This is an optimization exercise on Yosys and OpenROAD, whose aim is small area, a short achievable clock period and few clock cycles per item, not a production implementation. Where RTL was checked, it was by simulation tests only, not by an equivalence proof against the original. For runs 5 and 6, only the layout was checked, not whether the RTL still works. Power and IR drop assume default switching activity.

File: design/flow/flow/run.sh
#!/bin/bash
# The standard layout (standard.sh) with these changes:
#  - port buffers are buf_1 cells instead of the flow's default pick
#    (clkdlybuf4s50_1, a slow delay cell);
#  - synthesis is the standard flow's script, except that
#    - Yosys's full/half adder extraction runs only inside the fa_cell and
#      ha_cell modules, so the final adder is left to abc as plain gates (the
#      extracted fa_1/ha_1 cells are slow on its carry path);
#    - abc maps the top module with ORFS's abc_area.script (it builds the
#      final adder from fast NAND gates) and the small cell modules with the
#      default abc_speed.script (which keeps the history muxes as a22o).
#  Registers are untouched.
set -euo pipefail
W=$(pwd)
export BUFFER_PORTS_ARGS="-buffer_cell sky130_fd_sc_hd__buf_1"
sed -e 's|extract_fa {\*}\[dont_use_extract_fa_args\]|extract_fa {*}[dont_use_extract_fa_args] fa_cell ha_cell|' \
    -e 's|^  log_cmd abc {\*}\$abc_args$|  log_cmd abc {*}$abc_args fir_top %n\n  log_cmd abc {*}[lreplace $abc_args 1 1 $::env(SCRIPTS_DIR)/abc_area.script] fir_top|' \
    "$FLOW_HOME/scripts/synth.tcl" > "$W/flow_synth_core.tcl"
grep -q 'dont_use_extract_fa_args\] fa_cell ha_cell' "$W/flow_synth_core.tcl"
grep -q 'abc_area.script\] fir_top' "$W/flow_synth_core.tcl"
sed "s|source \$::env(SCRIPTS_DIR)/synth.tcl|source $W/flow_synth_core.tcl|" synth_recipe.tcl > "$W/flow_synth.tcl"
grep -q "flow_synth_core.tcl" "$W/flow_synth.tcl"
sed "s|SYNTH_SCRIPT=[^ ]*|SYNTH_SCRIPT=$W/flow_synth.tcl|" standard.sh > "$W/flow_standard.sh"
grep -q "SYNTH_SCRIPT=$W/flow_synth.tcl" "$W/flow_standard.sh"
bash "$W/flow_standard.sh" > "$W/standard.log" 2>&1
File: design/flow/standard.sh
#!/bin/bash
# synth_recipe.tcl (not shown) runs the flow's synth.tcl, then flattens the netlist and writes it again
# the make line also repeats each setting of config.mk as NAME=value (left out here)
make -C /OpenROAD-flow-scripts/flow DESIGN_CONFIG=/design/flow/config.mk WORK_HOME=/design/flow/orfs CLKGATE_MAP_FILE= SYNTH_SCRIPT=/design/flow/synth_recipe.tcl "${@:-finish}"
File: design/flow/config.mk
export PLATFORM = sky130hd
export DESIGN_NAME = fir_top
export DESIGN_NICKNAME = fir_top
export VERILOG_FILES = /design/flow/design.v
export SDC_FILE = /design/flow/constraint.sdc
export NUM_CORES = 4
export LEC_CHECK = 0
export CAP_MARGIN = 20
export CORE_MARGIN = 2
export CORE_UTILIZATION = 40
export CTS_BUF_LIST = sky130_fd_sc_hd__clkbuf_8
export SETUP_SLACK_MARGIN = 4.0
export SLEW_MARGIN = 20
export SYNTH_HIERARCHICAL = 1
File: design/flow/constraint.sdc
create_clock -name core_clock -period 6.0 [get_ports {clk}]
set_input_delay 1.2000 -clock core_clock [delete_from_list [all_inputs] [get_ports {clk}]]
set_output_delay 1.2000 -clock core_clock [all_outputs]
set_load 0.01 [all_outputs]
File: design/flow/design.v
module fa_cell (input wire a, input wire b, input wire c, output wire s, output wire co);
    assign s  = a ^ b ^ c;
    assign co = (a & b) | (a & c) | (b & c);
endmodule
module ha_cell (input wire a, input wire b, output wire s, output wire co);
    assign s  = a ^ b;
    assign co = a & b;
endmodule
module hold_cell (input wire ld, input wire hd, input wire d, input wire q, output wire o);
    assign o = (ld & d) | (hd & q);
endmodule
module hold1_cell (input wire ld, input wire hd, input wire r, input wire d, input wire q, output wire o);
    assign o = (ld & d) | (hd & q) | r;
endmodule
module fir_top #(
    parameter K  = 8,
    parameter DW = 8,
    parameter CW = 8
)(
    input  wire clk,
    input  wire rst,
    input  wire start,
    input  wire signed [DW-1:0] x_in,
    output wire signed [DW+CW+$clog2(K):0] y_out,
    output wire data_valid
);
    reg [7:0] u1, u2, u3, u4, u5, u6;
    reg [10:0] w;
    reg [11:0] ra, rb;
    reg [11:0] y;
    reg dv;
    wire [7:0] u_in = {~x_in[7], x_in[6:0]};
    wire [10:0] w_nx = {2'b00, u5, 1'b0} + {1'b0, u6, 2'b00} + {3'b000, u6};
    wire ld = start & ~rst;
    wire hd = ~start & ~rst;
    wire [58:0] hist = {w, u6, u5, u4, u3, u2, u1};
    wire [58:0] hin  = {w_nx, u5, u4, u3, u2, u1, u_in};
    localparam [58:0] RST1 = {11'd896, {6{8'h80}}};
    wire [58:0] hnx;
    genvar gi;
    generate
        for (gi = 0; gi < 59; gi = gi + 1) begin : g_hist
            if (RST1[gi]) begin : g_one
                hold1_cell u_h (.ld(ld), .hd(hd), .r(rst), .d(hin[gi]), .q(hist[gi]), .o(hnx[gi]));
            end else begin : g_zero
                hold_cell u_h (.ld(ld), .hd(hd), .d(hin[gi]), .q(hist[gi]), .o(hnx[gi]));
            end
        end
    endgenerate
    always @(posedge clk)
        {w, u6, u5, u4, u3, u2, u1} <= hnx;
    wire s1, c1;
    fa_cell u_fa1 (.a(u1[0]), .b(u2[0]), .c(u3[0]), .s(s1), .co(c1));
    wire s2, c2;
    fa_cell u_fa2 (.a(u1[1]), .b(u2[1]), .c(u3[1]), .s(s2), .co(c2));
    wire s3, c3;
    ha_cell u_ha3 (.a(u4[1]), .b(u5[1]), .s(s3), .co(c3));
    wire s4, c4;
    fa_cell u_fa4 (.a(u1[2]), .b(u2[2]), .c(u3[2]), .s(s4), .co(c4));
    wire s5, c5;
    fa_cell u_fa5 (.a(u4[2]), .b(u5[2]), .c(w[2]), .s(s5), .co(c5));
    wire s6, c6;
    fa_cell u_fa6 (.a(u1[3]), .b(u2[3]), .c(u3[3]), .s(s6), .co(c6));
    wire s7, c7;
    fa_cell u_fa7 (.a(u4[3]), .b(u5[3]), .c(w[3]), .s(s7), .co(c7));
    wire s8, c8;
    fa_cell u_fa8 (.a(u1[4]), .b(u2[4]), .c(u3[4]), .s(s8), .co(c8));
    wire s9, c9;
    fa_cell u_fa9 (.a(u4[4]), .b(u5[4]), .c(w[4]), .s(s9), .co(c9));
    wire s10, c10;
    fa_cell u_fa10 (.a(u1[5]), .b(u2[5]), .c(u3[5]), .s(s10), .co(c10));
    wire s11, c11;
    fa_cell u_fa11 (.a(u4[5]), .b(u5[5]), .c(w[5]), .s(s11), .co(c11));
    wire s12, c12;
    fa_cell u_fa12 (.a(u1[6]), .b(u2[6]), .c(u3[6]), .s(s12), .co(c12));
    wire s13, c13;
    fa_cell u_fa13 (.a(u4[6]), .b(u5[6]), .c(w[6]), .s(s13), .co(c13));
    wire s14, c14;
    fa_cell u_fa14 (.a(u1[7]), .b(u2[7]), .c(u3[7]), .s(s14), .co(c14));
    wire s15, c15;
    fa_cell u_fa15 (.a(u4[7]), .b(u5[7]), .c(w[7]), .s(s15), .co(c15));
    wire s16, c16;
    ha_cell u_ha16 (.a(u4[0]), .b(u5[0]), .s(s16), .co(c16));
    wire s17, c17;
    fa_cell u_fa17 (.a(w[1]), .b(s2), .c(s3), .s(s17), .co(c17));
    wire s18, c18;
    fa_cell u_fa18 (.a(s4), .b(s5), .c(c2), .s(s18), .co(c18));
    wire s19, c19;
    fa_cell u_fa19 (.a(s6), .b(s7), .c(c4), .s(s19), .co(c19));
    wire s20, c20;
    fa_cell u_fa20 (.a(s8), .b(s9), .c(c6), .s(s20), .co(c20));
    wire s21, c21;
    fa_cell u_fa21 (.a(s10), .b(s11), .c(c8), .s(s21), .co(c21));
    wire s22, c22;
    fa_cell u_fa22 (.a(s12), .b(s13), .c(c10), .s(s22), .co(c22));
    wire s23, c23;
    fa_cell u_fa23 (.a(s14), .b(s15), .c(c12), .s(s23), .co(c23));
    wire s24, c24;
    ha_cell u_ha24 (.a(w[8]), .b(c14), .s(s24), .co(c24));
    wire s25, c25;
    ha_cell u_ha25 (.a(w[0]), .b(s1), .s(s25), .co(c25));
    wire s26, c26;
    fa_cell u_fa26 (.a(c1), .b(s17), .c(c16), .s(s26), .co(c26));
    wire s27, c27;
    fa_cell u_fa27 (.a(c3), .b(s18), .c(c17), .s(s27), .co(c27));
    wire s28, c28;
    fa_cell u_fa28 (.a(c5), .b(s19), .c(c18), .s(s28), .co(c28));
    wire s29, c29;
    fa_cell u_fa29 (.a(c7), .b(s20), .c(c19), .s(s29), .co(c29));
    wire s30, c30;
    fa_cell u_fa30 (.a(c9), .b(s21), .c(c20), .s(s30), .co(c30));
    wire s31, c31;
    fa_cell u_fa31 (.a(c11), .b(s22), .c(c21), .s(s31), .co(c31));
    wire s32, c32;
    fa_cell u_fa32 (.a(c13), .b(s23), .c(c22), .s(s32), .co(c32));
    wire s33, c33;
    fa_cell u_fa33 (.a(c15), .b(s24), .c(c23), .s(s33), .co(c33));
    wire s34, c34;
    ha_cell u_ha34 (.a(w[9]), .b(c24), .s(s34), .co(c34));
    wire [11:0] pr0 = {1'b0, w[10], s34, s33, s32, s31, s30, s29, s28, s27, s26, s16};
    wire [11:0] pr1 = {1'b0, c34, c33, c32, c31, c30, c29, c28, c27, c26, c25, s25};
    localparam [11:0] RA0 = 12'd0;
    localparam [11:0] RB0 = 12'd1536;
    always @(posedge clk) begin
        if (rst) begin
            ra <= RA0;
            rb <= RB0;
        end else begin
            ra <= pr0;
            rb <= pr1;
        end
    end
    wire [11:0] s = ra + rb + {2'b00, u_in, 2'b00};
    always @(posedge clk)
        y <= {~s[11], s[10:0]};
    always @(posedge clk or posedge rst) begin
        if (rst) dv <= 1'b0;
        else     dv <= start;
    end
    assign y_out = {{8{y[11]}}, y};
    assign data_valid = dv;
endmodule
==> impl_metrics.ini, run 1 <==
[run_status]
status = finished clean

[floorplanning]
starting_utilization_of_the_core_area = 0.4075
boundaryPins = 32
chip_width_um = 114.4
placementRows = 40
core-area_um2 = 11960
floorplan.die_area_um2 = 13090
dieHeight_um = 114.4

[final_layout]
antennaDiodeCount = 0
fin_nets = 702
most-common-layout-cells = sky130_fd_sc_hd__nand2_1 (88), sky130_fd_sc_hd__inv_1 (77), sky130_fd_sc_hd__dfxtp_1 (57)
layout.core_utilization = 0.5277
flow.area_growth_from_synthesis_pct = 29.49
final_common_cell = sky130_fd_sc_hd__nand2_1
num-fill-cells = 1076
post_route_cells_drive_above_1_share = 0.4085

[synthesis]
synth-xor-area-share = 0.01976
synth_cell_type_count = 31
synth_compound_gate_area_share = 0.1332
syn-instance-count = 596
synth_net_count = 641
yosys-mux-area-fraction = 0
synth_sequential_area_ratio = 0.3871
synth_simple_gate_area_share = 0.2441
dominant_combinational_cell_family_by_area_after_synthesis = simple AND/OR/NAND/NOR gates
synth_fa_ha_area_frac = 0.1319
yosysWarnings = 7
yosys_most_used_dff = sky130_fd_sc_hd__dfxtp_1
synth-seq-cells = 94
post_synth_instance_area_um2 = 4875
count_of_flip_flops_with_a_built_in_enable_after_synthesis = 0
post_synth.cell_area_avg_um2 = 8.179
postSynth.asyncResetShare = 0.01064

[critical_path]
worstPathBufferInverterCount = 1
crit_path_end_kind = output pin
timing.critical_path.cells = buf_2
critical_path_arrival_ps = 860
critPathLaunchType = register
worst-setup-path-type = register to output pin
critical-path-top-delay-family = flip-flops
timing.rr.end = ra[2]
timing.reg2reg.setup_slack_ps = 3980
r2r.worst_path.cells = 5
critical_path_peak_fanout = 9
critPathSlowestCell = sky130_fd_sc_hd__dfxtp_4
crit_required_ps = 4800
worst_r2r_src = u5[2]
critPathMaxStageDelay_ps = 380

[sta]
setup-tns-final_ps = 0
setup_slack_ps = 3939
finalCriticalPeriod_ps = 2061
setup-violations-final = 0
finalHoldViolations = 0
final.period_utilization = 0.3435
slew_violations = 0
timing.max_slew.rel_slack = 0.6994
timing_worst_slew_pin_value_ps = 451.0
fmaxAchievable_mhz = 485.2
worst_clock_skew_ps = 5.642
hold_slack_ps = 430.6
rsz0062_at_grt = yes

[clocking]
tritoncts = yes
cts-hold-fix-buffers = 0
cts_max_level = 3
clk_transition_reported_paths_ps = 80
cts_buffer_depth = 2
cts_root_buffer = sky130_fd_sc_hd__clkbuf_8
clk_latency_ps = 360
cts-buffers-inserted = 9
clock-sinks = 94

[pwr]
power.static_leakage_nw = 3.009
vdd.ir_drop.worst_mv = 0.08532
cellPowerDensity_nw_per_um2 = 220.4

[global_route]
gr-max-usage-layer = met2
grt_remaining_overflow = 0
gr-usage-met3 = 0.02118
largest_net_degree_at_the_start_of_global_routing = 60
antenna_violations_before_repair = 0
global_route_wire_length_before_repair_mm = 16.28
gr-usage-met2 = 0.2509
grt_use_met1 = 0.2033
track_usage = 0.1553
first_global_vias = 3690

[placement]
gp_congestion = 0.8169
buffer_ports.inserted = 31
post-dp-hpwl_mm = 6.603
dp_worst_setup_slack_ps = 3225

[hold_path]
worst_hold_startpoint = w[10]
holdPathEnd = ra[10]
holdPathStages = 2
timing.hold.worst.class = register to register

[detailed_routing]
detailroute.via_count = 3918
post_drt_via_cell_ratio = 4.849
final_antenna_net_count = 0
initialDrtViolationCount = 206
routed_wire_length_per_instance_um = 12.25
wirelength_mm = 9.901
drc = 0
firstDrtPassIters = 4

[flow_run]
max_cap_viol_count = 0
-- power breakdown --
group	total (mW)	switching (mW)	internal, mW
sequential	0.690	0.0264	0.663
clock	0.349	0.208	0.141
combinational	0.352	0.201	0.151
total	1.39	0.435	0.956
-- synthesized netlist by cell type, drive strengths merged, types with 3 or more instances --
cell type	n	area [µm²]
nand2	167	661.9
dfxtp	93	1862
inv	90	337.8
nor2	58	227.7
a22o	50	437.9
nand3	42	250.2
fa	29	580.6
o21ai	13	68.81
a221o	9	90.09
buf	8	60.06
a21oi	6	30.03
xor2	6	52.55
ha	5	62.56
xnor2	5	43.79
clkbuf	3	11.26
nand4	3	18.77
or2	3	18.77
-- worst max-delay path by stage --
| stage | end | slack [ps] | depth (start not counted) | from |
|---|---|---|---|---|
| floorplan | u1[7] | 3530 | 4 | rst |
| global placement | y[11] | 3270 | 12 | x_in[1] |
| detailed placement | y[11] | 3220 | 12 | x_in[1] |
| CTS | data_valid | 3910 | 1 | dv |
| global route | y[8] | 3860 | 14 | x_in[0] |
| finish | y_out[14] | 3940 | 1 | y[11] |
-- state kept, by name (all words and copies together), names as in the netlist --
register and count:
y 12, u4 8, u6 8, w 11
dv 1, u1 8, ra 11, rb 11
u2 8, u3 8, u5 8
-- per-module statistics from Yosys (local to each module, per instance) --
module      times used  cells  flip-flops and latches  cell area (µm²)
hold1_cell           9      1                       0            10.01
hold_cell           50      1                       0            8.758
ha_cell              5      1                       0            12.51
fir_top              1    503                      94             3704
fa_cell             29      1                       0            20.02
-- stage by stage --
step | area, µm² | power, mW | std cells
final | 6312 | 1.391 | 808
after global routing | 6312 | 1.477 | 808
after CTS | 5720 | 1.328 | 795
after detailed placement | 5313 | 0.9591 | 766
after global placement | 5313 | 0.9556 | 766
after floorplan | 5092 | 0.9116 | 596
-- timing repair --
action / in CTS / in global routing
setup buffers: 14 / 13
endpoints found under the setup margin: 102 / 48
resized for setup: 74 / 146
pin swaps: 35 / 64
-- logic make-up (layout without fill, tap and decap cells) --
family	Yosys count	after routing
fa+ha+maj	34	34
compound gates	81	81
flops	94	94
simple gates	275	275
buf+inv	101	166
xor+xnor	11	11
-- layer usage --
| layer | routed length (µm) | vias up | share of wire |
|---|---|---|---|
| li1 | - | 2035 | - |
| met4 | 173 | 0 | 0.017 |
| met3 | 227 | 11 | 0.023 |
| met2 | 4701 | 49 | 0.47 |
| met1 | 4799 | 1823 | 0.48 |
| met5 | 0 | - | 0 |
-- final cells by class --
class	count	area [µm²]	area share
multi-input cells	401	3177	0.5033
flip-flops and latches	94	1952	0.3092
repair buffers	61	488.0	0.07730
inverters	90	362.8	0.05748
well taps	147	183.9	0.02914
clock buffers	9	123.9	0.01962
clock inverters	6	25.02	0.003964
Testbench counts, summed over its fixed seeds: cycles 16,000, items 8,000.
==> run 2: changes to the inputs <==
--- a/design/flow/config.mk
+++ b/design/flow/config.mk
@@ -9,6 +9,7 @@
 export CORE_MARGIN = 2
 export CORE_UTILIZATION = 40
 export CTS_BUF_LIST = sky130_fd_sc_hd__clkbuf_8
-export SETUP_SLACK_MARGIN = 4.0
+export CTS_CLUSTER_SIZE = 30
+export SETUP_SLACK_MARGIN = 3.65
 export SLEW_MARGIN = 20
 export SYNTH_HIERARCHICAL = 1
==> run 2 against run 1 <==
Still clean. Clock-buffer cell count up 2. Hold slack better by 58 ps. Setup slack worse by 120 ps. Synthesized cell count unchanged. Routed wire length down 11%. Critical path depth unchanged. Largest cell class unchanged. Largest power group unchanged.
==> impl_metrics.ini, run 2 <==
[floorplanning]
floorplan.die_area_um2 = 13090
starting_utilization_of_the_core_area = 0.4075
core-area_um2 = 11960
boundaryPins = 32
dieHeight_um = 114.4
chip_width_um = 114.4
placementRows = 40

[detailed_routing]
detailroute.via_count = 3737
routed_wire_length_per_instance_um = 11.31
final_antenna_net_count = 0
initialDrtViolationCount = 187
post_drt_via_cell_ratio = 4.779
wirelength_mm = 8.845
firstDrtPassIters = 4
drc = 0

[hold_path]
timing.hold.worst.class = register to register
holdPathStages = 1

[critical_path]
worst_r2r_src = u5[7]
worst-setup-path-type = register to output pin
critical_path_peak_fanout = 9
cp_num_cells = 1
critPathMaxStageDelay_ps = 440
timing.critical_path.cells = buf_1
critical-path-top-delay-family = flip-flops
critPathSlowestCell = sky130_fd_sc_hd__dfxtp_1
timing.rr.end = rb[9]
timing.reg2reg.setup_slack_ps = 3870
worstPathBufferInverterCount = 1
crit_required_ps = 4800
worst_setup_startpoint = y[11]
crit_path_end_kind = output pin
critPathLaunchType = register
crit_path_end = y_out[13]
critical_path_arrival_ps = 980
r2r.worst_path.cells = 4

[sta]
setup_slack_ps = 3822
final.period_utilization = 0.3630
setup-tns-final_ps = 0
timing_worst_slew_pin_value_ps = 616.0
finalCriticalPeriod_ps = 2178
fmaxAchievable_mhz = 459.2
slew_violations = 0
setup-violations-final = 0
worst_clock_skew_ps = 9.442
timing.max_slew.rel_slack = 0.5893
rsz0062_at_grt = yes
finalHoldViolations = 0

[final_layout]
antennaDiodeCount = 0
largest_register_ffs = 12
top_register = y
final_common_cell = sky130_fd_sc_hd__nand2_1
post_route_cells_drive_above_1_share = 0.08031
fin_nets = 675
flow.area_growth_from_synthesis_pct = 9.625
most-common-layout-cells = sky130_fd_sc_hd__nand2_1 (157), sky130_fd_sc_hd__dfxtp_1 (93), sky130_fd_sc_hd__inv_1 (87)
num-fill-cells = 1168

[pwr]
power.static_leakage_nw = 2.630
cellPowerDensity_nw_per_um2 = 249.8
vdd.ir_drop.worst_mv = 0.09074

[flow_run]
max_cap_viol_count = 0

[synthesis]
post_synth_instance_area_um2 = 4875
count_of_flip_flops_with_a_built_in_enable_after_synthesis = 0
syn-instance-count = 596
yosysWarnings = 7
synth_top_area_share = 0.3819
post-synth-top-count-cell = sky130_fd_sc_hd__nand2_1
post_synth.cell_area_avg_um2 = 8.179
yosys.area.top_type = sky130_fd_sc_hd__dfxtp_1
synth-seq-cells = 94
yosys_most_used_dff = sky130_fd_sc_hd__dfxtp_1
synth.cells.most_frequent = sky130_fd_sc_hd__nand2_1 (157), sky130_fd_sc_hd__dfxtp_1 (93), sky130_fd_sc_hd__inv_1 (86)
synth_sequential_area_ratio = 0.3871
synth_cell_type_count = 31
synthTopCellsByArea = sky130_fd_sc_hd__dfxtp_1 (38%), sky130_fd_sc_hd__nand2_1 (12%), sky130_fd_sc_hd__fa_1 (12%)
synth_net_count = 641
postSynth.asyncResetShare = 0.01064

[global_route]
grt_remaining_overflow = 0
antenna_violations_before_repair = 0
track_usage = 0.1487
global_route_wire_length_before_repair_mm = 15.71
largest_net_degree_at_the_start_of_global_routing = 60
first_global_vias = 3499

[clocking]
cts_post_setup_buffers_inserted = 0
clk_latency_ps = 360
cts_root_buffer = sky130_fd_sc_hd__clkbuf_8
clk_transition_reported_paths_ps = 90
tritoncts = yes
clock-sinks = 94
cts_buffer_depth = 2
cts-buffers-inserted = 9
cts_max_level = 3
cts-hold-fix-buffers = 0

[placement]
buffer_ports.inserted = 31
post-dp-hpwl_mm = 6.561
gp_congestion = 0.7793
dp_worst_setup_slack_ps = 3423

[run_status]
status = finished clean
## run 2: power by group
part           internal, mW  leakage, nW  switching, mW
Sequential            0.663        0.772         0.0240
Clock                 0.212        0.110          0.208
Combinational        0.0847         1.75          0.143
## run 2: area by class of cell
class	instances	area [µm²]	area share
Clock buffer	11	151.4	0.02833
Clock inverter	5	48.80	0.009131
Inverter	90	337.8	0.06322
Multi-Input combinational cell	401	2594	0.4854
Sequential cell	94	1887	0.3531
Tap cell	147	183.9	0.03442
Timing Repair Buffer	34	141.4	0.02646
## run 2: cells by family (layout without fill, tap and decap cells)
kind of cell | count (synthesis) | after routing | synth area share
AO/OA/AOI/OAI | 81 | 81 | 0.1332
XOR/XNOR | 11 | 11 | 0.01976
adder cells (fa/ha/maj) | 34 | 34 | 0.1319
buffers and inverters | 101 | 140 | 0.08393
flip-flops | 94 | 94 | 0.3871
AND/OR/NAND/NOR | 275 | 275 | 0.2441
## run 2: metal layers
metal / track usage / wire length, µm
met1: 0.2009 / 4444
met2: 0.2316 / 3960
met3: 0.03123 / 243
met4: 0.06260 / 197
met5: 0 / 0
## run 2: per-module statistics from Yosys, one instance, submodules excluded
module	times used	area, µm²	flops+latches
fa_cell	29	20.02	0
fir_top	1	3704	94
ha_cell	5	12.51	0
hold1_cell	9	10.01	0
hold_cell	50	8.758	0
## run 2: timing repair
| action | 4_1_cts | 5_1_grt |
|---|---|---|
| setup endpoints to repair | 0 | 5 |
| resized for setup | 0 | 3 |
| endpoints found under the hold margin | 0 | 0 |
## run 2: worst min-delay path by stage
stage	startpoint	to	slack, ps
4_1_cts	w[10]	ra[10]	480
3_3_place_gp	w[10]	w[10]	460
6_report	w[10]	w[10]	490
2_1_floorplan	w[10]	ra[10]	400
5_1_grt	w[10]	ra[10]	510
3_5_place_dp	w[10]	w[10]	470
## run 2: per-stage QoR
stage                     utilization  area, µm²  power, mW  hold WS (ps)  std cells
after floorplan                     -       4921     0.8920         403.2        596
after global placement         0.4298       5141     0.9295         460.8        766
after detailed placement       0.4298       5141     0.9336         467.0        766
after CTS                      0.4465       5341      1.357         480.7        782
after global routing           0.4468       5344      1.425         514.8        782
final                          0.4468       5344      1.335         489.0        782
==> run 3: changes to the inputs <==
--- a/design/flow/config.mk
+++ b/design/flow/config.mk
@@ -10,6 +10,6 @@
 export CORE_UTILIZATION = 40
 export CTS_BUF_LIST = sky130_fd_sc_hd__clkbuf_8
 export CTS_CLUSTER_SIZE = 30
-export SETUP_SLACK_MARGIN = 3.65
+export SETUP_SLACK_MARGIN = 3.8
 export SLEW_MARGIN = 20
 export SYNTH_HIERARCHICAL = 1
==> run 3 against run 2 <==
Hold slack got worse by 4.6 ps. Combinational power increased by 5%. Register-to-register slack improved by 20 ps. Synthesized area unchanged. Utilization increased by 0.74 points. Clock-buffer cell count increased by 2. Critical path depth increased by 12. Sequential share of layout area decreased by 0.44 points. Critical path type is now input pin to register. Critical endpoint is now y[10]. Highest routed layer unchanged.
==> impl_metrics.ini, run 3 <==
[run_status]
status = finished clean

[synthesis]
count_of_flip_flops_with_a_built_in_enable_after_synthesis = 0
yosys_most_used_dff = sky130_fd_sc_hd__dfxtp_1
post_synth_instance_area_um2 = 4875
synth-seq-cells = 94
synth.cells.most_frequent = sky130_fd_sc_hd__nand2_1 (157), sky130_fd_sc_hd__dfxtp_1 (93), sky130_fd_sc_hd__inv_1 (86)
synth_cell_type_count = 31
synth_sequential_area_ratio = 0.3871
yosys.area.top_type = sky130_fd_sc_hd__dfxtp_1
syn-instance-count = 596
postSynth.asyncResetShare = 0.01064
synthTopCellsByArea = sky130_fd_sc_hd__dfxtp_1 (38%), sky130_fd_sc_hd__nand2_1 (12%), sky130_fd_sc_hd__fa_1 (12%)
post-synth-top-count-cell = sky130_fd_sc_hd__nand2_1
synth_net_count = 641
post_synth.cell_area_avg_um2 = 8.179
synth_top_area_share = 0.3819
yosysWarnings = 7

[sta]
timing.max_slew.rel_slack = 0.5794
hold_slack_ps = 484.4
fmaxAchievable_mhz = 470.2
slew_violations = 0
finalHoldViolations = 0
finalCriticalPeriod_ps = 2127
timing_worst_slew_pin_value_ps = 630.8
setup-violations-final = 0
final.period_utilization = 0.3544
rsz0062_at_grt = yes
setup-tns-final_ps = 0
worst_clock_skew_ps = 7.550

[final_layout]
fin_nets = 676
most-common-layout-cells = sky130_fd_sc_hd__nand2_1 (149), sky130_fd_sc_hd__dfxtp_1 (87), sky130_fd_sc_hd__inv_1 (86)
largest_register_ffs = 12
post_route_cells_drive_above_1_share = 0.1242
layoutNonFillerInstCount = 783
final_common_cell = sky130_fd_sc_hd__nand2_1
antennaDiodeCount = 0
flow.area_growth_from_synthesis_pct = 11.45
top_register = y

[flow_run]
max_cap_viol_count = 0

[floorplanning]
placementRows = 40
core-area_um2 = 11960
floorplan.die_area_um2 = 13090
dieHeight_um = 114.4
starting_utilization_of_the_core_area = 0.4075
boundaryPins = 32
chip_width_um = 114.4

[critical_path]
critical_path_arrival_ps = 2390
worst-setup-path-type = input pin to register
critical_path_peak_fanout = 4
timing.rr.end = rb[9]
timing.reg2reg.setup_slack_ps = 3890
r2r.worst_path.cells = 4
crit_required_ps = 6270
critPathLaunchType = input pin
worst_r2r_src = u1[7]
crit_path_end_kind = register

[clocking]
cts_max_level = 3
tritoncts = yes
clk_latency_ps = 360
cts-buffers-inserted = 9
clk_transition_reported_paths_ps = 90
cts_buffer_depth = 2
cts_root_buffer = sky130_fd_sc_hd__clkbuf_8
clock-sinks = 94

[pwr]
vdd.ir_drop.worst_mv = 0.1082
power.static_leakage_nw = 2.661
cellPowerDensity_nw_per_um2 = 253.6

[global_route]
antenna_violations_before_repair = 0
track_usage = 0.1506
largest_net_degree_at_the_start_of_global_routing = 60
global_route_wire_length_before_repair_mm = 15.76
grt_remaining_overflow = 0
first_global_vias = 3505

[detailed_routing]
routed_wire_length_per_instance_um = 11.68
initialDrtViolationCount = 190
post_drt_via_cell_ratio = 4.778
detailroute.via_count = 3741
drc = 0
wirelength_mm = 9.147
final_antenna_net_count = 0
firstDrtPassIters = 4

[placement]
post-dp-hpwl_mm = 6.655
gp_congestion = 0.7809
placed_cells = 766
buffer_ports.inserted = 31

[hold_path]
timing.hold.worst.class = register to register
holdPathStages = 1
holdPathEnd = w[10]
worst_hold_startpoint = w[10]
[run 3: cell counts after synthesis]
Identical to the previous run, type by type.
[run 3: layer usage]
metal	vias to the layer above	routed length, µm	global-route usage
met4	0	201	0.05528
li1	1980	-	-
met1	1691	4662	0.2045
met2	52	3986	0.2276
met5	-	0	0
met3	18	296	0.04447
[run 3: kinds of logic (layout without fill, tap and decap cells)]
logic type | after synthesis | count (layout) | share of synthesized area
XOR/XNOR | 11 | 11 | 0.01976
flip-flops | 94 | 94 | 0.3871
buffers and inverters | 101 | 141 | 0.08393
AND/OR/NAND/NOR | 275 | 275 | 0.2441
AO/OA/AOI/OAI | 81 | 81 | 0.1332
adder cells (fa/ha/maj) | 34 | 34 | 0.1319
[run 3: power breakdown]
part	switching (mW)	total, mW	internal, mW
sequential	0.0246	0.688	0.664
clock	0.213	0.449	0.237
combinational	0.150	0.240	0.0901
[run 3: Yosys stat by module (local to each module, per instance)]
module / flops+latches / cell area (µm²)
fa_cell: 0 / 20.02
fir_top: 94 / 3704
ha_cell: 0 / 12.51
hold1_cell: 0 / 10.01
hold_cell: 0 / 8.758
[run 3: worst max-delay path, cell delays in order]
cell,delay [ps]
sky130_fd_sc_hd__clkbuf_2,110
sky130_fd_sc_hd__inv_1,50
sky130_fd_sc_hd__nand2_1,80
sky130_fd_sc_hd__nand2_1,100
sky130_fd_sc_hd__nand2_1,60
sky130_fd_sc_hd__nand2_1,60
sky130_fd_sc_hd__nand4_1,150
sky130_fd_sc_hd__nor2_1,180
sky130_fd_sc_hd__nand2_1,80
sky130_fd_sc_hd__nand3_2,100
sky130_fd_sc_hd__nand2_1,80
sky130_fd_sc_hd__nand3_1,80
sky130_fd_sc_hd__nand2_1,50
[run 3: what timing repair did]
item,in CTS,in global routing
buffers inserted,0,1
hold endpoints to repair,0,0
endpoints found under the setup margin,9,19
pin swaps,0,3
hold buffers,0,0
resized for setup,1,26
[run 3: worst max path at each step]
stage	start	end	slack, ps	cells after the start
after floorplan	rst	u1[7]	3530	4
after global placement	x_in[2]	y[10]	3460	12
after detailed placement	x_in[1]	y[9]	3420	12
after CTS	x_in[2]	y[9]	3830	14
after global routing	x_in[0]	y[11]	3760	14
final	x_in[0]	y[10]	3870	13
[run 3: layout make-up]
type | instances | area [µm²]
Fill cell | 1181 | 6529
Sequential cell | 94 | 1894
Clock buffer | 13 | 178.9
Timing Repair Buffer | 35 | 156.4
Clock inverter | 3 | 40.04
Multi-Input combinational cell | 401 | 2641
Tap cell | 147 | 183.9
Inverter | 90 | 337.8
[run 3: through the flow]
step	total power, mW	util	cell area [µm²]	worst slack (ps)
final	1.378	0.4542	5433	3873
after global routing	1.466	0.4542	5433	3759
after CTS	1.389	0.4488	5369	3831
after floorplan	0.8930	-	4928	3531
after global placement	0.9310	0.4304	5149	3464
after detailed placement	0.9353	0.4304	5149	3422
==> run 4: changes to the inputs <==
==> design/flow/flow/run.sh (replaced) <==
#!/bin/bash
# The standard layout (standard.sh) with these changes:
#  - port buffers are buf_1 cells instead of the flow's default pick
#    (clkdlybuf4s50_1, a slow delay cell);
#  - synthesis is the standard flow's script, except that
#    - Yosys's full/half adder extraction runs only inside the fa_cell and
#      ha_cell modules, so the final adder is left to abc as plain gates (the
#      extracted fa_1/ha_1 cells are slow on its carry path);
#    - abc maps the top module with flow/abc_top.script (delay-constrained
#      mapping with area recovery) and the small cell modules with the
#      default abc_speed.script (which keeps the history muxes as a22o).
#  Registers are untouched.
set -euo pipefail
W=$(pwd)
export BUFFER_PORTS_ARGS="-buffer_cell sky130_fd_sc_hd__buf_1"
TOPSCRIPT="$W/flow/abc_top.script"
sed -e 's|extract_fa {\*}\[dont_use_extract_fa_args\]|extract_fa {*}[dont_use_extract_fa_args] fa_cell ha_cell|' \
    -e "s|^  log_cmd abc {\\*}\\\$abc_args\$|  log_cmd abc {*}\$abc_args fir_top %n\\n  log_cmd abc {*}[lreplace \$abc_args 1 1 $TOPSCRIPT] fir_top|" \
    "$FLOW_HOME/scripts/synth.tcl" > "$W/flow_synth_core.tcl"
grep -q 'dont_use_extract_fa_args\] fa_cell ha_cell' "$W/flow_synth_core.tcl"
grep -q "abc_top.script\] fir_top" "$W/flow_synth_core.tcl"
sed "s|source \$::env(SCRIPTS_DIR)/synth.tcl|source $W/flow_synth_core.tcl|" synth_recipe.tcl > "$W/flow_synth.tcl"
grep -q "flow_synth_core.tcl" "$W/flow_synth.tcl"
sed "s|SYNTH_SCRIPT=[^ ]*|SYNTH_SCRIPT=$W/flow_synth.tcl|" standard.sh > "$W/flow_standard.sh"
grep -q "SYNTH_SCRIPT=$W/flow_synth.tcl" "$W/flow_standard.sh"
bash "$W/flow_standard.sh" > "$W/standard.log" 2>&1
==> design/flow/flow/abc_top.script (new file) <==
strash
dch
map -D 1000
topo
stime -c
buffer -c
upsize -c
dnsize -c
--- a/design/flow/config.mk
+++ b/design/flow/config.mk
@@ -9,7 +9,6 @@
 export CORE_MARGIN = 2
 export CORE_UTILIZATION = 40
 export CTS_BUF_LIST = sky130_fd_sc_hd__clkbuf_8
-export CTS_CLUSTER_SIZE = 30
 export SETUP_SLACK_MARGIN = 3.8
 export SLEW_MARGIN = 20
 export SYNTH_HIERARCHICAL = 1
==> run 4 against run 3 <==
Routed wire length grew 7.1%. Maximum frequency down 9.0%. Synthesized area grew 0.92%. First-iteration DRC count decreased by 0.53%. Setup slack worse by 210 ps. Utilization grew 3.7 points. Non-clock buffer count is 17 higher. Combinational power increased by 29%. Total power is 5.5% higher. Clock skew increased by 5.4 ps.
==> impl_metrics.ini, run 4 <==
[floorplanning]
core-area_um2 = 12010
boundaryPins = 32
dieHeight_um = 114.9
placementRows = 40
floorplan.die_area_um2 = 13200
starting_utilization_of_the_core_area = 0.4096
chip_width_um = 114.9

[sta]
setup-violations-final = 0
finalHoldViolations = 0
rsz0062_at_grt = yes
slew_violations = 0
timing_worst_slew_pin_value_ps = 620.4
setup-tns-final_ps = 0
final.period_utilization = 0.3894
timing.max_slew.rel_slack = 0.5864
fmaxAchievable_mhz = 428.0
finalCriticalPeriod_ps = 2336
worst_clock_skew_ps = 12.99

[clocking]
cts_root_buffer = sky130_fd_sc_hd__clkbuf_8
clk_latency_ps = 360
cts_buffer_depth = 2
cts-hold-fix-buffers = 0
clk_transition_reported_paths_ps = 100
cts_max_level = 3
clock-sinks = 94
tritoncts = yes
cts-buffers-inserted = 9

[global_route]
grt_remaining_overflow = 0
grt_use_met1 = 0.2037
gr-usage-met3 = 0.01792
gr-max-usage-layer = met2
track_usage = 0.1547
global_route_wire_length_before_repair_mm = 16.57
gr-usage-met2 = 0.2510
largest_net_degree_at_the_start_of_global_routing = 60
antenna_violations_before_repair = 0
first_global_vias = 3723

[critical_path]
timing.rr.end = ra[7]
timing.critical_path.cells = buf_8, nor2_4, nand3b_1, buf_4, nand3_4, nand4_1, nor3_4, nand4_1, nand3_1, nand2_1, nand2_1
crit_path_end = y[11]
r2r.worst_path.cells = 5
worst-setup-path-type = input pin to register
critical_path_peak_fanout = 3
critical_path_arrival_ps = 2640
worst_r2r_src = u5[7]
critPathSlowestCell = sky130_fd_sc_hd__nand3b_1
worst_setup_startpoint = x_in[6]
crit_path_end_kind = register
timing.reg2reg.setup_slack_ps = 3860
critPathLaunchType = input pin
critPathMaxStageDelay_ps = 220
crit_required_ps = 6300

[synthesis]
synth_compound_gate_area_share = 0.1981
synth_net_count = 595
yosys-mux-area-fraction = 0
yosysWarnings = 7
post_synth_instance_area_um2 = 4920
synth-xor-area-share = 0.02670
synth_top_area_share = 0.3784
post-synth-top-count-cell = sky130_fd_sc_hd__dfxtp_1
synth_cell_type_count = 42
synth.cells.most_frequent = sky130_fd_sc_hd__dfxtp_1 (93), sky130_fd_sc_hd__nand2_1 (74), sky130_fd_sc_hd__nor2_1 (63)
syn-instance-count = 550
postSynth.asyncResetShare = 0.01064
dominant_combinational_cell_family_by_area_after_synthesis = compound AO/OA/AOI/OAI gates
synthTopCellsByArea = sky130_fd_sc_hd__dfxtp_1 (38%), sky130_fd_sc_hd__fa_1 (12%), sky130_fd_sc_hd__a22o_1 (8.9%)
synth_simple_gate_area_share = 0.1968
synth_fa_ha_area_frac = 0.1307
yosys_most_used_dff = sky130_fd_sc_hd__dfxtp_1
synth-seq-cells = 94
yosys.area.top_type = sky130_fd_sc_hd__dfxtp_1
count_of_flip_flops_with_a_built_in_enable_after_synthesis = 0
post_synth.cell_area_avg_um2 = 8.945
synth_sequential_area_ratio = 0.3835

[pwr]
power_switching_mw = 0.4309
cellPowerDensity_nw_per_um2 = 246.3
vdd.ir_drop.worst_mv = 0.09294
pwr-share-clk = 0.313
p_seq_frac = 0.475
internal_power_mw = 1.022
power_switching_share = 0.2966
pwr-share-comb = 0.213
power.static_leakage_nw = 2.574

[placement]
gp_congestion = 0.8946
buffer_ports.inserted = 31
post-dp-hpwl_mm = 6.926
placed_cells = 720

[final_layout]
top_register = y
largest_register_ffs = 12
final_common_cell = sky130_fd_sc_hd__dfxtp_1
antennaDiodeCount = 0
flow.area_growth_from_synthesis_pct = 19.94
most-common-layout-cells = sky130_fd_sc_hd__dfxtp_1 (82), sky130_fd_sc_hd__inv_1 (58), sky130_fd_sc_hd__nand2_1 (58)
post_route_cells_drive_above_1_share = 0.2504
fin_nets = 647
layoutNonFillerInstCount = 754

[detailed_routing]
post_drt_via_cell_ratio = 5.208
drc = 0
final_antenna_net_count = 0
wirelength_mm = 9.799
routed_wire_length_per_instance_um = 13.00
firstDrtPassIters = 4
detailroute.via_count = 3927
initialDrtViolationCount = 189

[hold_path]
timing.hold.worst.class = register to register

[run_status]
status = finished clean

[flow_run]
max_cap_viol_count = 0
run 4: cell types whose count changed in the layout (fill, tap and decap cells not counted), sizes merged, moves of 7 or more:
| cell | delta |
|---|---|
| nand3 | -19 |
| clkbuf | -10 |
| o21ai | +12 |
| o21a | +7 |
| nand2 | -88 |
| inv | -24 |
| a21oi | +9 |
| nand3b | +15 |
| nor2 | +11 |
| buf | +23 |
run 4: stage by stage:
step,hold WS [ps],util,worst slack (ps),instance area (µm²),power (mW)
2_1_floorplan,403.2,-,3531,5067,0.9144
3_3_place_gp,444.4,0.4402,3343,5288,0.9594
3_5_place_dp,458.7,0.4402,3291,5288,0.9628
4_1_cts,475.6,0.4677,3714,5618,1.438
5_1_grt,489.8,0.4913,3545,5901,1.532
6_report,473.1,0.4913,3664,5901,1.453
run 4: power by group through the flow:
stage / combinational (mW) / clock [mW] / sequential (mW)
2_1_floorplan: 0.204 / 0 / 0.710
3_3_place_gp: 0.256 / 0 / 0.703
3_5_place_dp: 0.259 / 0 / 0.704
4_1_cts: 0.280 / 0.466 / 0.691
5_1_grt: 0.345 / 0.490 / 0.697
6_report: 0.309 / 0.455 / 0.690
run 4: cell families (layout without fill, tap and decap cells):
kind of cell    Yosys count  after routing
flops                    94             94
compound gates          126            126
xor+xnor                 15             15
fa+ha+maj                34             34
simple gates            205            205
buf+inv                  76            133
run 4: repair_timing:
item,4_1_cts,5_1_grt
pin swaps,14,31
resized for setup,17,67
hold endpoints to repair,0,0
setup endpoints to repair,9,19
gates cloned,0,0
setup buffers,9,9
run 4: critical path: cells and delay by family:
kind                   cells  cell delay [ps]
and+or+nand+nor            9             1180
buffers and inverters      2              270
run 4: per-layer routing:
metal / vias to the layer above / routed length (µm)
met3: 21 / 265
li1: 1967 / -
met2: 65 / 4479
met5: - / 0
met4: 0 / 264
met1: 1874 / 4790
run 4: cell type report:
type	instances	area [µm²]
clock inverters	7	90.09
clock buffers	9	123.9
repair buffers	52	326.6
flip-flops and latches	94	1906
fillers	1118	6111
multi-input cells	380	3027
well taps	147	183.9
inverters	65	244.0
run 4: how the worst min path moves through the flow:
stage | cells after the start | startpoint | endpoint | slack [ps]
2_1_floorplan | 2 | w[10] | ra[10] | 400
3_3_place_gp | 2 | ra[0] | y[0] | 440
3_5_place_dp | 2 | ra[0] | y[0] | 460
4_1_cts | 2 | ra[0] | y[0] | 480
5_1_grt | 1 | w[10] | w[10] | 490
6_report | 2 | ra[0] | y[0] | 470
run 4: modules after synthesis (local to each module, per instance):
module      cells inside  copies in the design
fir_top              457                     1
fa_cell                1                    29
hold1_cell             1                     9
hold_cell              1                    50
ha_cell                1                     5
==> run 5: changes to the inputs <==
--- a/design/flow/design.v
+++ b/design/flow/design.v
@@ -30,7 +30,7 @@
     reg [11:0] y;
     reg dv;
     wire [7:0] u_in = {~x_in[7], x_in[6:0]};
-    wire [10:0] w_nx = {2'b00, u5, 1'b0} + {1'b0, u6, 2'b00} + {3'b000, u6};
+    wire [10:0] w_nx;                         
     wire ld = start & ~rst;
     wire hd = ~start & ~rst;
     wire [58:0] hist = {w, u6, u5, u4, u3, u2, u1};
@@ -121,6 +121,23 @@
     wire [11:0] pr1 = {1'b0, c34, c33, c32, c31, c30, c29, c28, c27, c26, c25, s25};
     localparam [11:0] RA0 = 12'd0;
     localparam [11:0] RB0 = 12'd1536;
+    wire s35, c35;
+    fa_cell u_fa35 (.a(u6[0]), .b(u5[1]), .c(u6[2]), .s(s35), .co(c35));
+    wire s36, c36;
+    fa_cell u_fa36 (.a(u6[1]), .b(u5[2]), .c(u6[3]), .s(s36), .co(c36));
+    wire s37, c37;
+    fa_cell u_fa37 (.a(u6[2]), .b(u5[3]), .c(u6[4]), .s(s37), .co(c37));
+    wire s38, c38;
+    fa_cell u_fa38 (.a(u6[3]), .b(u5[4]), .c(u6[5]), .s(s38), .co(c38));
+    wire s39, c39;
+    fa_cell u_fa39 (.a(u6[4]), .b(u5[5]), .c(u6[6]), .s(s39), .co(c39));
+    wire s40, c40;
+    fa_cell u_fa40 (.a(u6[5]), .b(u5[6]), .c(u6[7]), .s(s40), .co(c40));
+    wire s41, c41;
+    ha_cell u_ha41 (.a(u6[6]), .b(u5[7]), .s(s41), .co(c41));
+    wire [10:0] wr0 = {1'b0, u6[7], s41, s40, s39, s38, s37, s36, s35, u5[0], u6[0]};
+    wire [10:0] wr1 = {1'b0, c41, c40, c39, c38, c37, c36, c35, 1'b0, u6[1], 1'b0};
+    assign w_nx = wr0 + wr1;                  
     always @(posedge clk) begin
         if (rst) begin
             ra <= RA0;
@@ -130,7 +147,13 @@
             rb <= pr1;
         end
     end
-    wire [11:0] s = ra + rb + {2'b00, u_in, 2'b00};
+    wire [11:0] uu = {2'b00, u_in, 2'b00};
+    wire [11:0] sx = ra ^ rb;
+    wire [11:0] sg = ra & rb;
+    wire [11:0] so = ra | rb;
+    wire [11:0] ss = sx ^ uu;
+    wire [11:0] sk = sg | (uu & so);
+    wire [11:0] s  = ss + {sk[10:0], 1'b0};
     always @(posedge clk)
         y <= {~s[11], s[10:0]};
     always @(posedge clk or posedge rst) begin
==> design/flow/flow/run.sh (replaced) <==
#!/bin/bash
# The standard layout (standard.sh) with these changes:
#  - port buffers are buf_1 cells instead of the flow's default pick
#    (clkdlybuf4s50_1, a slow delay cell);
#  - synthesis is the standard flow's script, except that
#    - Yosys's full/half adder extraction runs only inside the fa_cell and
#      ha_cell modules, so the final adder is left to abc as plain gates (the
#      extracted fa_1/ha_1 cells are slow on its carry path);
#    - the adders use Yosys's default carry-lookahead map, not ORFS's
#      Kogge-Stone one (abc makes them smaller and as fast from it);
#    - abc maps the top module with ORFS's abc_area.script (it builds the
#      final adder from fast NAND gates) and the small cell modules with the
#      default abc_speed.script (which keeps the history muxes as a22o).
#  Registers are untouched.
set -euo pipefail
W=$(pwd)
export BUFFER_PORTS_ARGS="-buffer_cell sky130_fd_sc_hd__buf_1"
sed -e 's|extract_fa {\*}\[dont_use_extract_fa_args\]|extract_fa {*}[dont_use_extract_fa_args] fa_cell ha_cell|' \
    -e 's|"-extra-map \$::env(FLOW_HOME)/platforms/common/lcu_kogge_stone.v"|""|' \
    -e 's|^  log_cmd abc {\*}\$abc_args$|  log_cmd abc {*}$abc_args fir_top %n\n  log_cmd abc {*}[lreplace $abc_args 1 1 $::env(SCRIPTS_DIR)/abc_area.script] fir_top|' \
    "$FLOW_HOME/scripts/synth.tcl" > "$W/flow_synth_core.tcl"
grep -q 'dont_use_extract_fa_args\] fa_cell ha_cell' "$W/flow_synth_core.tcl"
! grep -q 'lcu_kogge_stone' "$W/flow_synth_core.tcl"
grep -q 'abc_area.script\] fir_top' "$W/flow_synth_core.tcl"
sed "s|source \$::env(SCRIPTS_DIR)/synth.tcl|source $W/flow_synth_core.tcl|" synth_recipe.tcl > "$W/flow_synth.tcl"
grep -q "flow_synth_core.tcl" "$W/flow_synth.tcl"
sed "s|SYNTH_SCRIPT=[^ ]*|SYNTH_SCRIPT=$W/flow_synth.tcl|" standard.sh > "$W/flow_standard.sh"
grep -q "SYNTH_SCRIPT=$W/flow_synth.tcl" "$W/flow_standard.sh"
bash "$W/flow_standard.sh" > "$W/standard.log" 2>&1
--- a/design/flow/config.mk
+++ b/design/flow/config.mk
@@ -9,6 +9,7 @@
 export CORE_MARGIN = 2
 export CORE_UTILIZATION = 40
 export CTS_BUF_LIST = sky130_fd_sc_hd__clkbuf_8
+export CTS_CLUSTER_SIZE = 30
 export SETUP_SLACK_MARGIN = 3.8
 export SLEW_MARGIN = 20
 export SYNTH_HIERARCHICAL = 1
removed: design/flow/flow/abc_top.script
==> run 5 against run 4 <==
Clock power decreased by 13%. Maximum frequency rose by 3.3%. Flip-flop and latch count unchanged. First-iteration DRC count up 12%. Synthesized area down 7.3%. Clock-buffer cell count up 1. Combinational power shrank 28%. Final cell count down 10%. Clock skew decreased by 5.3 ps. Sequential share of layout area rose by 4.6 points. Total power fell by 10%.
==> impl_metrics.ini, run 5 <==
[run_status]
status = finished clean

[detailed_routing]
met2_length_mm = 3.466
wirelength_mm = 7.933
detailroute.via_count = 3141
post_drt_via_cell_ratio = 4.646
final_antenna_net_count = 0
top_layer = met4
initialDrtViolationCount = 212
routed_wire_length_per_instance_um = 11.74
drc = 0
met3_wirelength_um = 193
firstDrtPassIters = 5
wirelength_met1_mm = 4.147

[placement]
gp_congestion = 0.7467
post-dp-hpwl_mm = 5.503
buffer_ports.inserted = 31
dp_worst_setup_slack_ps = 3483
dpl-instance-area_um2 = 4820

[global_route]
largest_net_degree_at_the_start_of_global_routing = 60
track_usage = 0.1399
antenna_violations_before_repair = 0
grt_remaining_overflow = 0
global_route_wire_length_before_repair_mm = 14.08
first_global_vias = 3052

[final_layout]
flow.area_growth_from_synthesis_pct = 13.14
post_route_cells_drive_above_1_share = 0.1511
finalInstanceArea_um2 = 5161
largest_register_ffs = 12
final_common_cell = sky130_fd_sc_hd__nand2_1
most-common-layout-cells = sky130_fd_sc_hd__nand2_1 (91), sky130_fd_sc_hd__dfxtp_1 (85), sky130_fd_sc_hd__inv_1 (68)
fin_nets = 584
antennaDiodeCount = 0
top_register = y

[critical_path]
timing.rr.end = w[4]
worst-setup-path-type = register to register
critPathLaunchType = register
crit_path_end = w[4]
critical_path_arrival_ps = 2510
timing.reg2reg.setup_slack_ps = 3740
r2r.worst_path.cells = 13
worst_setup_startpoint = u6[1]
critical_path_peak_fanout = 2
crit_path_end_kind = register
worst_r2r_src = u6[1]
crit_required_ps = 6250

[floorplanning]
dieHeight_um = 110.8
placementRows = 38
starting_utilization_of_the_core_area = 0.4154
chip_width_um = 110.8
core-area_um2 = 10980
floorplan.die_area_um2 = 12270
boundaryPins = 32

[pwr]
vdd.ir_drop.worst_mv = 0.1105
p_total_mw = 1.307
cellPowerDensity_nw_per_um2 = 253.2
power.static_leakage_nw = 2.485

[clocking]
clk_transition_reported_paths_ps = 80
cts_max_level = 3
tritoncts = yes
clk_latency_ps = 350
cts-hold-fix-buffers = 0
cts_root_buffer = sky130_fd_sc_hd__clkbuf_8
cts_buffer_depth = 2
cts-buffers-inserted = 9
clock-sinks = 94

[sta]
setup_slack_ps = 3739
final.period_utilization = 0.3768
fmaxAchievable_mhz = 442.4
timing.max_slew.rel_slack = 0.5766
finalHoldViolations = 0
timing_worst_slew_pin_value_ps = 635.2
setup-tns-final_ps = 0
setup-violations-final = 0
worst_clock_skew_ps = 7.684
finalCriticalPeriod_ps = 2261
rsz0062_at_grt = yes
slew_violations = 0

[synthesis]
syn-instance-count = 489
post-synth-top-count-cell = sky130_fd_sc_hd__nand2_1
synth_fa_ha_area_frac = 0.1700
post_synth.cell_area_avg_um2 = 9.329
synth_sequential_area_ratio = 0.4136
yosys_most_used_dff = sky130_fd_sc_hd__dfxtp_1
synth_top_area_share = 0.4081
synth_net_count = 541
count_of_flip_flops_with_a_built_in_enable_after_synthesis = 0
synth-seq-cells = 94
postSynth.asyncResetShare = 0.01064
yosys-mux-area-fraction = 0
synthTopCellsByArea = sky130_fd_sc_hd__dfxtp_1 (41%), sky130_fd_sc_hd__fa_1 (15%), sky130_fd_sc_hd__a22o_1 (9.6%)
dominant_combinational_cell_family_by_area_after_synthesis = simple AND/OR/NAND/NOR gates
synth-xor-area-share = 0.03456
yosys.area.top_type = sky130_fd_sc_hd__dfxtp_1
synth.cells.most_frequent = sky130_fd_sc_hd__nand2_1 (95), sky130_fd_sc_hd__dfxtp_1 (93), sky130_fd_sc_hd__inv_1 (66)
yosysWarnings = 7
synth_compound_gate_area_share = 0.1380
post_synth_instance_area_um2 = 4562
synth_cell_type_count = 29
synth_simple_gate_area_share = 0.1714

[hold_path]
timing.hold.worst.class = register to register

[flow_run]
max_cap_viol_count = 0
[run 5: cell count changes after synthesis, moves of 5 or more]
cell | before | now
sky130_fd_sc_hd__fa_1 | 29 | 35
sky130_fd_sc_hd__o21ai_0 | 9 | 3
sky130_fd_sc_hd__and2_1 | 5 | 0
sky130_fd_sc_hd__o21a_1 | 7 | 0
sky130_fd_sc_hd__xnor2_1 | 9 | 3
sky130_fd_sc_hd__nand2_2 | 5 | 12
sky130_fd_sc_hd__xor2_1 | 6 | 15
sky130_fd_sc_hd__nor2_1 | 63 | 47
sky130_fd_sc_hd__nand4_1 | 8 | 0
sky130_fd_sc_hd__a21oi_1 | 13 | 5
sky130_fd_sc_hd__nand2_1 | 74 | 95
sky130_fd_sc_hd__o21ai_1 | 13 | 0
sky130_fd_sc_hd__nand3b_1 | 15 | 0
[run 5: final cells by class]
cell class                      count  area, µm²
Multi-Input combinational cell    315       2416
Clock buffer                       10      137.6
Fill cell                        1040       5822
Sequential cell                    94       1902
Clock inverter                      5      45.04
Timing Repair Buffer               43      226.5
Inverter                           69      259.0
Tap cell                          140      175.2
[run 5: worst min-delay path by stage]
stage	slack, ps	cells after the start	end	from
floorplan	400	2	ra[10]	w[10]
global placement	450	2	ra[10]	w[10]
detailed placement	450	2	ra[10]	w[10]
CTS	450	2	ra[10]	w[10]
global route	480	2	ra[10]	w[10]
finish	450	2	ra[10]	w[10]
[run 5: power by group]
group          internal [mW]  leakage [nW]  total [mW]  switching [mW]
logic                 0.0847          1.60       0.221           0.137
registers              0.664         0.776       0.688          0.0240
clock network          0.196         0.107       0.398           0.201
total                  0.945          2.49        1.31           0.362
[run 5: per-module statistics from Yosys, one instance, submodules excluded]
module / cell area, µm² / times used
fa_cell: 20.02 / 35
fir_top: 3258 / 1
ha_cell: 12.51 / 6
hold1_cell: 10.01 / 9
hold_cell: 8.758 / 50
[run 5: metal layers]
metal	GRT usage	up-vias
met5	0	-
met4	0.06750	0
met3	0.02242	8
met2	0.2070	25
met1	0.1993	1449
li1	-	1659
[run 5: stage by stage]
stage / std cells / hold slack (ps) / util
after global routing: 676 / 479.0 / 0.4699
after global placement: 652 / 451.2 / 0.4388
final: 676 / 445.8 / 0.4699
after floorplan: 489 / 403.2 / -
after CTS: 676 / 453.7 / 0.4641
after detailed placement: 652 / 445.7 / 0.4388
[run 5: critical path, stage by stage, from the launching register on]
cell and delay [ps]:
sky130_fd_sc_hd__dfxtp_4 360, sky130_fd_sc_hd__fa_1 570, sky130_fd_sc_hd__nand2_2 80, sky130_fd_sc_hd__inv_2 50, sky130_fd_sc_hd__nor2_2 30, sky130_fd_sc_hd__nand2_1 70
sky130_fd_sc_hd__nand2_2 70, sky130_fd_sc_hd__buf_6 110, sky130_fd_sc_hd__buf_4 110, sky130_fd_sc_hd__buf_4 120, sky130_fd_sc_hd__buf_4 120, sky130_fd_sc_hd__buf_6 100
sky130_fd_sc_hd__xor2_1 130, sky130_fd_sc_hd__a22o_1 230
[run 5: logic make-up after synthesis]
family | count (synthesis)
simple gates | 184
flops | 94
buf+inv | 80
compound gates | 72
fa+ha+maj | 41
xor+xnor | 18
[run 5: timing repair]
| item | in CTS | in global routing |
|---|---|---|
| resized for setup | 10 | 27 |
| pin swaps | 7 | 9 |
| setup endpoints to repair | 12 | 38 |
| buffers inserted | 9 | 0 |
==> run 6: changes to the inputs <==
--- a/design/flow/config.mk
+++ b/design/flow/config.mk
@@ -7,9 +7,10 @@
 export LEC_CHECK = 0
 export CAP_MARGIN = 20
 export CORE_MARGIN = 2
-export CORE_UTILIZATION = 40
+export CORE_UTILIZATION = 65
 export CTS_BUF_LIST = sky130_fd_sc_hd__clkbuf_8
 export CTS_CLUSTER_SIZE = 30
+export PLACE_DENSITY = 0.75
 export SETUP_SLACK_MARGIN = 3.8
 export SLEW_MARGIN = 20
 export SYNTH_HIERARCHICAL = 1
==> run 6 against run 5 <==
Hold slack better by 18 ps. Flip-flop and latch count unchanged. Non-clock buffer count up 1. Total power down 2.0%. Synthesized cell count unchanged. Synthesized area unchanged. Clock skew up 2.5 ps. Sequential power about the same. First-iteration DRC count down 39%. Register-to-register slack worse by 70 ps. Critical path depth unchanged. Maximum frequency down 3.0%. Largest power group unchanged. Highest routed layer unchanged.
==> impl_metrics.ini, run 6 <==
[final_layout]
antennaDiodeCount = 0
most-common-layout-cells = sky130_fd_sc_hd__nand2_1 (89), sky130_fd_sc_hd__dfxtp_1 (83), sky130_fd_sc_hd__inv_1 (66)
largest_register_ffs = 12
layout.core_utilization = 0.7508
layoutNonFillerInstCount = 633
final_common_cell = sky130_fd_sc_hd__nand2_1
flow.area_growth_from_synthesis_pct = 11.82
post_route_cells_drive_above_1_share = 0.1639
top_register = y
fin_nets = 585

[critical_path]
crit_required_ps = 6240
timing.reg2reg.setup_slack_ps = 3670
critical_path_arrival_ps = 2570
crit_path_end_kind = register
worst-setup-path-type = register to register
r2r.worst_path.cells = 13
critPathLaunchType = register
timing.rr.end = w[8]
worst_r2r_src = u5[2]
critical_path_peak_fanout = 3

[synthesis]
synth-seq-cells = 94
synth_sequential_area_ratio = 0.4136
synthTopCellsByArea = sky130_fd_sc_hd__dfxtp_1 (41%), sky130_fd_sc_hd__fa_1 (15%), sky130_fd_sc_hd__a22o_1 (9.6%)
synth_net_count = 541
yosys_most_used_dff = sky130_fd_sc_hd__dfxtp_1
syn-instance-count = 489
count_of_flip_flops_with_a_built_in_enable_after_synthesis = 0
post_synth.cell_area_avg_um2 = 9.329
post-synth-top-count-cell = sky130_fd_sc_hd__nand2_1
synth.cells.most_frequent = sky130_fd_sc_hd__nand2_1 (95), sky130_fd_sc_hd__dfxtp_1 (93), sky130_fd_sc_hd__inv_1 (66)
post_synth_instance_area_um2 = 4562
synth_cell_type_count = 29
synth_top_area_share = 0.4081
yosysWarnings = 7
postSynth.asyncResetShare = 0.01064
yosys.area.top_type = sky130_fd_sc_hd__dfxtp_1

[sta]
final.period_utilization = 0.3886
rsz0062_at_grt = yes
slew_violations = 0
setup_slack_ps = 3669
finalHoldViolations = 0
setup-tns-final_ps = 0
timing_worst_slew_pin_value_ps = 609.2
timing.max_slew.rel_slack = 0.5939
finalCriticalPeriod_ps = 2331
fmaxAchievable_mhz = 428.9
setup-violations-final = 0
worst_clock_skew_ps = 10.20

[global_route]
first_global_vias = 2852
grt_remaining_overflow = 0
largest_net_degree_at_the_start_of_global_routing = 60
antenna_violations_before_repair = 0
track_usage = 0.2172
global_route_wire_length_before_repair_mm = 12.97

[clocking]
cts_buffer_depth = 2
cts_root_buffer = sky130_fd_sc_hd__clkbuf_8
cts_max_level = 3
tritoncts = yes
cts-hold-fix-buffers = 0
clk_latency_ps = 350
clock-sinks = 94
clk_transition_reported_paths_ps = 90
cts-buffers-inserted = 9

[pwr]
cellPowerDensity_nw_per_um2 = 251.0
p_total_mw = 1.280
power.static_leakage_nw = 2.481
vdd.ir_drop.worst_mv = 0.1861

[floorplanning]
core-area_um2 = 6794
chip_width_um = 87.78
placementRows = 30
starting_utilization_of_the_core_area = 0.6715
dieHeight_um = 87.78
boundaryPins = 32
floorplan.die_area_um2 = 7704

[placement]
post-dp-hpwl_mm = 5.330
placed_cells = 608
buffer_ports.inserted = 31
dp_worst_setup_slack_ps = 3497
gp_congestion = 0.7682

[detailed_routing]
met2_length_mm = 3.326
met3_wirelength_um = 276
post_drt_via_cell_ratio = 5.025
detailroute.via_count = 3181
initialDrtViolationCount = 130
top_layer = met4
final_antenna_net_count = 0
firstDrtPassIters = 4
drc = 0
routed_wire_length_per_instance_um = 12.01
wirelength_met1_mm = 3.910
wirelength_mm = 7.602

[hold_path]
holdPathStages = 2
timing.hold.worst.class = register to register
holdPathEnd = ra[10]
worst_hold_startpoint = w[10]

[run_status]
status = finished clean

[flow_run]
max_cap_viol_count = 0
## run 6: cell counts after synthesis
Identical to the previous run, type by type.
## run 6: repair_timing
item,in CTS,in global routing
resized for setup,12,24
gates cloned,0,0
pin swaps,2,10
buffers inserted,8,2
endpoints found under the setup margin,12,10
## run 6: worst max path at each step
stage | end | slack (ps) | cells past startpoint | startpoint
floorplan | u1[7] | 3530 | 4 | rst
global placement | u4[7] | 3520 | 5 | rst
detailed placement | w[9] | 3500 | 5 | rst
CTS | w[8] | 3780 | 13 | u6[1]
global route | w[8] | 3570 | 13 | u5[2]
finish | w[8] | 3670 | 13 | u5[2]
## run 6: cells by family after synthesis
kind of cell | share of synthesized area
compound gates | 0.1380
xor+xnor | 0.03456
buf+inv | 0.07241
fa+ha+maj | 0.1700
simple gates | 0.1714
flops | 0.4136
## run 6: layer usage
layer  global-route usage  vias up
li1                     -     1663
met1               0.3325     1451
met2               0.3065       61
met3              0.04430        6
met4              0.07552        0
met5                    0        -
## run 6: Yosys stat by module (local to each module, per instance)
module	cells inside	cell area, µm²	copies in the design
fir_top	389	3258	1
fa_cell	1	20.02	35
ha_cell	1	12.51	6
hold1_cell	1	10.01	9
hold_cell	1	8.758	50
## run 6: critical path, stage by stage, from the launching register on
cell and delay, ps:
sky130_fd_sc_hd__dfxtp_4 370, sky130_fd_sc_hd__fa_1 560, sky130_fd_sc_hd__nand2_1 80, sky130_fd_sc_hd__inv_1 70, sky130_fd_sc_hd__nor2_2 40, sky130_fd_sc_hd__nand2_1 90, sky130_fd_sc_hd__nand2_2 80, sky130_fd_sc_hd__nand2_2 70
sky130_fd_sc_hd__nand2_2 70, sky130_fd_sc_hd__a21o_2 230, sky130_fd_sc_hd__nand2_1 50, sky130_fd_sc_hd__nand2_1 50, sky130_fd_sc_hd__xor2_1 160, sky130_fd_sc_hd__a221o_1 310
## run 6: power breakdown
part	internal, mW	switching, mW	leakage [nW]
Combinational	0.0849	0.135	1.61
Sequential	0.664	0.0239	0.777
Clock	0.169	0.203	0.0886
## run 6: layout make-up
type,instances,area [µm²]
Tap cell,96,120.1
Multi-Input combinational cell,315,2414
Clock buffer,11,151.4
Inverter,69,259.0
Sequential cell,94,1902
Clock inverter,4,23.77
Fill cell,489,1693
Timing Repair Buffer,44,231.5
## run 6: per-stage QoR
step,hold WS [ps],area [µm²]
final,464.1,5101
after global routing,484.8,5101
after CTS,466.9,5030
after detailed placement,459.3,4765
after global placement,451.0,4765
after floorplan,403.2,4608

-- afterwards: timing with drivers on the ports --
Ports are ideal in the flow. The routed layouts listed here were re-timed in OpenROAD.
Step 1 sets driving cells, clkbuf_16 on the clock port and buf_2 on the other inputs (assumed; they add their load-dependent delay and slew).
Step 2 adds t to the input delays and takes it off the output delays; t is the mean of the earliest and latest rising clock arrival at the registers after step 1. Input paths then give back, and output paths get back, about the clock's delay inside the block.
Slacks: ideal / step 1 / step 2; pairs: ideal / step 1.
run | t (ns) | setup WS [ns] | hold slack, ns | worst register clock-pin slew, ns
run 1 | 0.390 | 3.939 / 3.906 / 3.543 | 0.431 / 0.431 / 0.431 | 0.08 / 0.08
run 2 | 0.390 | 3.822 / 3.785 / 3.462 | 0.489 / 0.489 / 0.489 | 0.09 / 0.09
run 3 | 0.394 | 3.873 / 3.840 / 3.493 | 0.484 / 0.484 / 0.484 | 0.09 / 0.09
run 4 | 0.388 | 3.664 / 3.643 / 3.255 | 0.473 / 0.473 / 0.473 | 0.10 / 0.10
run 5 | 0.383 | 3.739 / 3.739 / 3.532 | 0.446 / 0.446 / 0.446 | 0.09 / 0.09
run 6 | 0.374 | 3.669 / 3.669 / 3.490 | 0.464 / 0.464 / 0.464 | 0.09 / 0.09
After both steps setup and hold are still met in every run listed. The setup slack of run 4, which loses most, moves by -0.021 ns with the drivers and by -0.409 ns with both steps.
